Context: an optimization exercise on an open-source flow, tuned for small area, a short achievable clock period and few clock cycles. The choices shown serve that exercise and are no tape-out recipe. In this exercise RTL edits were held to simulation tests only and were not proved equivalent to the original.

$ cat design/flow/constraint.sdc
create_clock -name core_clock -period 10.0 [get_ports {clk}]
set_input_delay 2.0000 -clock core_clock [delete_from_list [all_inputs] [get_ports {clk}]]
set_output_delay 2.0000 -clock core_clock [all_outputs]
set_load 0.01 [all_outputs]
$ cat design/flow/run.sh
#!/bin/bash
# synth_recipe.tcl (not shown) runs the flow's synth.tcl, then flattens the netlist and writes it again
# the make line also repeats each setting of config.mk as NAME=value (left out here)
make -C /OpenROAD-flow-scripts/flow DESIGN_CONFIG=/design/flow/config.mk WORK_HOME=/design/flow/orfs CLKGATE_MAP_FILE= SYNTH_SCRIPT=/design/flow/synth_recipe.tcl finish
$ cat design/flow/design.v
module FFT_TOP #(
    parameter N = 32,
    word_size = 16
) (
    input wire clk, reset, en,
    input wire input_valid, receiver_ready,
    input wire [word_size*2-1: 0] i_input_sample1, i_input_sample2,
    output wire output_valid,
    output wire [word_size*2-1: 0] o_output_sample1, o_output_sample2
);
localparam S_IN = 2'd0, S_COMP = 2'd1, S_OUT = 2'd2;
reg [1:0] state;
reg [3:0] in_cnt;
reg [6:0] q;             
reg [4:0] out_m;         
reg direct;              
reg [2:0] drain;
reg v1, v2;
reg sw1, sw2;
reg [4:0] a1_1, a2_1, a1_2, a2_2;
reg l4_1, l4_2;          
reg [3:0] p_1, p_2;
reg [31:0] bank0 [0:15];
reg [31:0] bank1 [0:15];
wire [2:0] s = q[6:4];
wire [3:0] p = q[3:0];
reg [4:0] a1, a2;
reg [3:0] tw_idx;
always @(*) begin
    case (s)
        3'd0: begin a1 = {p, 1'b0};               a2 = {p, 1'b1};               tw_idx = 4'd0; end
        3'd1: begin a1 = {p[2:0], 1'b0, p[3]};    a2 = {p[2:0], 1'b1, p[3]};    tw_idx = {p[3], 3'b0}; end
        3'd2: begin a1 = {p[1:0], 1'b0, p[3:2]};  a2 = {p[1:0], 1'b1, p[3:2]};  tw_idx = {p[3:2], 2'b0}; end
        3'd3: begin a1 = {p[0], 1'b0, p[3:1]};    a2 = {p[0], 1'b1, p[3:1]};    tw_idx = {p[3:1], 1'b0}; end
        default: begin a1 = {1'b0, p};            a2 = {1'b1, p};               tw_idx = p; end
    endcase
end
wire par1 = ^a1;
wire issuing = (state == S_COMP);
reg [31:0] tw_rom;
always @(*) begin
    case (tw_idx)
        4'd0:  tw_rom = {16'h7fff, 16'h0000};
        4'd1:  tw_rom = {16'h7d89, 16'he708};
        4'd2:  tw_rom = {16'h7640, 16'hcf05};
        4'd3:  tw_rom = {16'h6a6c, 16'hb8e4};
        4'd4:  tw_rom = {16'h5a81, 16'ha57f};
        4'd5:  tw_rom = {16'h471c, 16'h9594};
        4'd6:  tw_rom = {16'h30fb, 16'h89c0};
        4'd7:  tw_rom = {16'h18f8, 16'h8277};
        4'd8:  tw_rom = {16'h0000, 16'h8001};
        4'd9:  tw_rom = {16'he708, 16'h8277};
        4'd10: tw_rom = {16'hcf05, 16'h89c0};
        4'd11: tw_rom = {16'hb8e4, 16'h9594};
        4'd12: tw_rom = {16'ha57f, 16'ha57f};
        4'd13: tw_rom = {16'h9594, 16'hb8e4};
        4'd14: tw_rom = {16'h89c0, 16'hcf05};
        default: tw_rom = {16'h8277, 16'he708};
    endcase
end
wire [4:0] oa0 = {out_m[3:0], 1'b0};
wire opar = ^out_m[3:0];
reg [3:0] ridx0, ridx1;
always @(*) begin
    if (issuing) begin
        ridx0 = par1 ? a2[3:0] : a1[3:0];
        ridx1 = par1 ? a1[3:0] : a2[3:0];
    end else begin
        ridx0 = opar ? {oa0[3:1], 1'b1} : oa0[3:0];
        ridx1 = opar ? oa0[3:0] : {oa0[3:1], 1'b1};
    end
end
wire [31:0] rdata0 = bank0[ridx0];
wire [31:0] rdata1 = bank1[ridx1];
reg [31:0] rd0, rd1;
reg [31:0] tw;
always @(posedge clk) begin
    rd0 <= rdata0;
    rd1 <= rdata1;
    tw <= tw_rom;
end
wire [31:0] A1 = sw1 ? rd1 : rd0;
wire [31:0] B1 = sw1 ? rd0 : rd1;
wire signed [15:0] Wr = tw[31:16], Wi = tw[15:0];
wire signed [15:0] Br = B1[31:16], Bi = B1[15:0];
reg signed [31:0] RR, II, RI, IR;
reg [31:0] A2;
always @(posedge clk) begin
    RR <= Wr * Br;
    II <= Wi * Bi;
    RI <= Wr * Bi;
    IR <= Wi * Br;
    A2 <= A1;
end
wire [31:0] Rs = RR - II + 32'h4000;
wire [31:0] Is = RI + IR + 32'h4000;
wire [15:0] Tr = Rs[30:15], Ti = Is[30:15];
wire [15:0] Ar = A2[31:16], Ai = A2[15:0];
wire [31:0] out1 = {Ar + Tr, Ai + Ti};
wire [31:0] out2 = {Ar - Tr, Ai - Ti};
wire [3:0] in_a = {in_cnt[0], in_cnt[1], in_cnt[2], in_cnt[3]};
wire in_par = ^in_cnt;
reg we;
reg [3:0] widx0, widx1;
reg [31:0] wd0, wd1;
always @(*) begin
    if (state == S_IN) begin
        we = input_valid;
        widx0 = in_a;
        widx1 = in_a;
        wd0 = in_par ? i_input_sample2 : i_input_sample1;
        wd1 = in_par ? i_input_sample1 : i_input_sample2;
    end else begin
        we = v2;
        widx0 = sw2 ? a2_2[3:0] : a1_2[3:0];
        widx1 = sw2 ? a1_2[3:0] : a2_2[3:0];
        wd0 = sw2 ? out2 : out1;
        wd1 = sw2 ? out1 : out2;
    end
end
always @(posedge clk) begin
    if (we) begin
        bank0[widx0] <= wd0;
        bank1[widx1] <= wd1;
    end
end
reg [31:0] o1, o2, hold;
reg ov;
assign output_valid = ov;
assign o_output_sample1 = o1;
assign o_output_sample2 = o2;
wire d_beat = v2 && l4_2 && p_2[0];           
wire m_beat = (state == S_OUT) && (drain == 3'd0) && receiver_ready;
always @(posedge clk) begin
    if (v2 && l4_2 && !p_2[0])
        hold <= out1;
    if (d_beat) begin
        o1 <= hold;
        o2 <= out1;
    end else if (m_beat) begin
        o1 <= opar ? rdata1 : rdata0;
        o2 <= opar ? rdata0 : rdata1;
    end
end
always @(posedge clk or posedge reset) begin
    if (reset) begin
        state <= S_IN;
        in_cnt <= 4'd0;
        q <= 7'd0;
        out_m <= 5'd0;
        direct <= 1'b0;
        drain <= 3'd0;
        v1 <= 1'b0; v2 <= 1'b0;
        sw1 <= 1'b0; sw2 <= 1'b0;
        a1_1 <= 5'd0; a2_1 <= 5'd0; a1_2 <= 5'd0; a2_2 <= 5'd0;
        l4_1 <= 1'b0; l4_2 <= 1'b0;
        p_1 <= 4'd0; p_2 <= 4'd0;
        ov <= 1'b0;
    end else begin
        v1 <= issuing;
        sw1 <= par1;
        a1_1 <= a1; a2_1 <= a2;
        l4_1 <= (s == 3'd4);
        p_1 <= p;
        v2 <= v1;
        sw2 <= sw1;
        a1_2 <= a1_1; a2_2 <= a2_1;
        l4_2 <= l4_1;
        p_2 <= p_1;
        ov <= 1'b0;
        case (state)
            S_IN: begin
                if (input_valid) begin
                    in_cnt <= in_cnt + 4'd1;
                    if (in_cnt == 4'd15) begin
                        state <= S_COMP;
                        q <= 7'd0;
                    end
                end
            end
            S_COMP: begin
                q <= q + 7'd1;
                if (q == 7'd79) begin
                    state <= S_OUT;
                    drain <= 3'd2;
                end
            end
            default: ;
        endcase
        if (d_beat) begin
            if (p_2 == 4'd1) begin
                direct <= receiver_ready;
                if (receiver_ready) begin
                    ov <= 1'b1;
                    out_m <= 5'd1;
                end else
                    out_m <= 5'd0;
            end else if (direct) begin
                ov <= 1'b1;
                out_m <= out_m + 5'd1;
            end
        end
        if (state == S_OUT) begin
            if (drain != 3'd0)
                drain <= drain - 3'd1;
            else if (receiver_ready) begin
                ov <= 1'b1;
                out_m <= out_m + 5'd1;
                if (out_m[3:0] == 4'd15) begin
                    state <= S_IN;
                    out_m <= 5'd0;
                end
            end
        end
    end
end
endmodule
$ cat design/flow/config.mk
export PLATFORM = sky130hd
export DESIGN_NAME = FFT_TOP
export DESIGN_NICKNAME = FFT_TOP
export VERILOG_FILES = /design/flow/design.v
export SDC_FILE = /design/flow/constraint.sdc
export NUM_CORES = 4
export LEC_CHECK = 0
export CAP_MARGIN = 20
export CORE_MARGIN = 2
export CORE_UTILIZATION = 40
export SLEW_MARGIN = 20
==> impl_metrics.json <==
{
  "cp-start-kind": "flip-flop",
  "multiInputGateArea_um2": 52690,
  "ctsResizeCount": 0,
  "synth_nets": 10430,
  "path_cells": "mux2_2 > nand2_1 > fa_1 > fa_1 > fa_1 > inv_1 > fa_1 > fa_1 > inv_1 > fa_1 > inv_1 > ha_1 > and3_1 > nand3_1 > o31ai_1 > a211oi_1 > o31ai_1 > a21oi_1 > o21ai_0 > a21o_1 > a21oi_1 > xnor2_1",
  "first_pass_iters": 6,
  "ys.flop_type": "edfxtp_1",
  "syn2layout_area_growth_pct": 10.75,
  "clk_latency_ps": 860,
  "regToRegStartpoint": "sw1",
  "rsz0062_at_grt": "false",
  "hpwlAfterDp_mm": 196.4,
  "top_usage_layer": "met2",
  "critical_path_class": "reg2reg",
  "cts.reportedPaths.clkPinSlew_ps": 60,
  "worstSetupEndpointType": "flip-flop",
  "antenna_found_initial": 7,
  "htreeDepth": 4,
  "post-place-ws_ps": 1681,
  "drv_slew": 0,
  "hp-class": "reg2reg",
  "die_h_um": 501.3,
  "drc_errors": 0,
  "num_rows": 182,
  "worst_path_most_repeated_cell": "fa_1",
  "wire_per_inst_um": 23.28,
  "ant_nets": 0,
  "final-seq-area_um2": 39990,
  "nNetsFinal": 10470,
  "port_buffers": 132,
  "yosysSeqAreaShare_pct": 40.42,
  "grt_util_met1_pct": 29.51,
  "relSlewSlack_pct": 13.00,
  "crit_end": "IR[30]",
  "r2r_cells": 22,
  "r2r_end": "IR[30]",
  "initial_utilization_pct": 40.22,
  "fin_worst_skew_ps": 119.0,
  "timing.fmax_ghz": 0.1189,
  "drt_iter0_drc": 6048,
  "hold_viol_final": 0,
  "io_pins": 134,
  "post-place-cells": 11930,
  "via_count": 66770,
  "syn-cell-area_um2": 98910,
  "setup_tns_ps": 0,
  "critPathRequiredTime_ps": 10700,
  "post-route-period-util_pct": 84.09,
  "arrival_ps": 9110,
  "viasPerCell": 5.468,
  "final_cells": 12210,
  "die_area_um2": 251300,
  "cp_slowest_cell": "mux2_2",
  "cts_sinks": 1424,
  "grt_max_degree": 118,
  "ys_seq_elements": 1424,
  "yosysWarningCount": 1,
  "post-route-min-period_ps": 8409,
  "status": "no timing/DRC/antenna violations",
  "place_congestion": 0.8710,
  "cts_tree": "built",
  "grt_pass1_wl_mm": 424.4,
  "post_cts_buffers": 0,
  "cts_root_buf": "clkbuf_16",
  "tightest_slew_ps": 1296,
  "cp_max_fo": 40,
  "synth_cells": 8825,
  "synth_edf_count": 1120,
  "syn_area_per_cell_um2": 11.21,
  "setup_viol": 0,
  "crit_path_start": "sw1",
  "layout_setup_ws_ps": 1591,
  "globalRouteMet2Util_pct": 37.19,
  "dieWidth_um": 501.3,
  "cts_buffers": 155,
  "synth_cell_types": 97,
  "synth-async-reset-ratio_pct": 3.652,
  "cp_slowest_stage_delay_ps": 880,
  "grt_usage_pct": 22.61,
  "r2r_slack_ps": 1590,
  "cts_buffer_depth": 3,
  "coreArea_um2": 245900,
  "grt_pass1_vias": 67740,
  "ctsHoldBuffers": 0,
  "wl_mm": 284.3,
  "drv_cap": 0,
  "grt_overflow": 0,
  "fillerInstances": 22780,
  "grt_use_met3_pct": 4.155,
  "drive_above_1_share_pct": 7.332
}
## Yosys cell counts, drive strengths merged (52+ instances only)
cell    count  area [um2]
nor2      286        1076
mux2       66       747.0
o21ai     136       680.7
xor2       67       586.8
mux2i     307        3073
fa       1028       20580
dfxtp     252        5045
nand4      72       450.4
a32oi     193        1690
nor3       69       416.7
o211ai     68       510.5
and2      429        2684
a21o       80       600.6
nor2b      83       519.3
xnor2     188        1647
nand2    1188        4467
edfxtp   1120       33630
clkbuf    330        1239
inv      1318        4947
buf       110       598.1
a21oi     216        1096
dfrtp      52        1301
ha        509        6369
nand3      77       385.4
## layout by cell type, fill, tap and decap left out, types with 36 or more instances in the layout
cell type / synthesis / final
a22oi_1: 46 / 46
clkdlybuf4s50_1: 0 / 132
nor3_1: 56 / 50
a21o_1: 80 / 80
inv_1: 1314 / 1313
nand2_1: 1185 / 1184
nand2b_1: 41 / 41
a32oi_1: 193 / 193
dfrtp_1: 52 / 50
clkbuf_16: 0 / 156
a31oi_1: 44 / 41
buf_4: 21 / 191
xor2_1: 67 / 66
fa_1: 1028 / 1028
mux2_2: 65 / 65
edfxtp_1: 1120 / 1120
nand3_1: 77 / 77
or2_2: 38 / 36
dfxtp_1: 252 / 245
o211ai_1: 68 / 68
nor2_1: 285 / 250
a21oi_1: 214 / 214
ha_1: 509 / 509
xnor2_1: 188 / 187
and3_1: 40 / 39
o21ai_0: 130 / 124
mux2i_1: 307 / 303
nand4_1: 72 / 72
and2_1: 428 / 428
nor2b_1: 83 / 82
## critical path: cells and delay by family (launching register included)
kind	cells	cell delay (ps)
fa+ha+maj	7	3360
compound gates	7	2370
mux	1	880
flops	1	830
simple gates	3	470
buf+inv	3	150
xor+xnor	1	120
## cell families after synthesis
logic type / after synthesis / synth area share [%]
multiplexers: 373 / 3.862
AO/OA/AOI/OAI: 1077 / 7.897
adder cells (fa/ha/maj): 1537 / 27.25
AND/OR/NAND/NOR: 2401 / 11.46
buffers and inverters: 1758 / 6.859
flip-flops: 1424 / 40.42
XOR/XNOR: 255 / 2.258
## flip-flops by register name (all words and copies together) (netlist names), 7 cells and up
register and count:
hold 32, o1 32, bank0 512, q 7, IR 31, RR 31
A2 32, o2 32, II 31, rd0 32, bank1 512, rd1 32
RI 31, tw 32
## routing by layer
| metal | vias to the layer above | wire [um] |
|---|---|---|
| met5 | - | 0 |
| met4 | 0 | 12160 |
| met3 | 454 | 22440 |
| met2 | 2467 | 135000 |
| met1 | 34380 | 114600 |
| li1 | 29470 | - |
## area by class of cell
class | instances | share of cell area [%]
Sequential cell | 1424 | 36.51
Tap cell | 3220 | 3.678
Antenna cell | 3 | 0.006853
Clock buffer | 192 | 3.760
Inverter | 1318 | 4.516
Timing Repair Buffer | 325 | 2.552
Multi-Input combinational cell | 5643 | 48.10
Clock inverter | 86 | 0.8750
## how the worst min path moves through the flow
| stage | slack (ps) | end | depth (start not counted) | start |
|---|---|---|---|---|
| final | 340 | a2_2[3] | 0 | a2_1[3] |
| after global routing | 340 | a2_2[3] | 0 | a2_1[3] |
| after CTS | 340 | a2_2[3] | 0 | a2_1[3] |
| after detailed placement | 330 | l4_2 | 0 | l4_1 |
| after global placement | 330 | p_2[0] | 0 | p_1[0] |
| after floorplan | 330 | a1_2[0] | 0 | a1_1[0] |
## metrics by stage
stage	util (%)	hold slack (ps)	instance area, um2
after detailed placement	42.45	334.7	104400
final	44.54	339.5	109500
after floorplan	-	331.2	98910
after CTS	44.52	343.0	109500
after global placement	42.45	332.3	104400
after global routing	44.54	343.4	109500
Testbench counts, summed over its fixed seeds: cycles 27,136.

separate check: timing with driven ports:
The results above use ideal ports. As a check the final layout listed here was re-extracted and re-timed, cells and wires unchanged. Step 1 assumes that a clkbuf_16 drives the clock port and a buf_2 every other input. Step 2 moves the port delays by t, midway between the first and last clock arrival at a register: inputs arrive t later, outputs are due t later. That takes back most of the time a late clock gives input paths. Three values: ideal ports, drivers, drivers and shift; two values: the first two.
shift t [ns]: 0.890
setup slack, ns: 1.591 / 1.591 / 1.591
hold WS [ns]: 0.339 / 0.339 / 0.339
latest minus earliest clock arrival (ns): 0.123 / 0.123
After both steps this run still meets setup and hold. For this run, drivers alone change the setup slack by 0.000 ns; drivers and shift together by 0.000 ns.
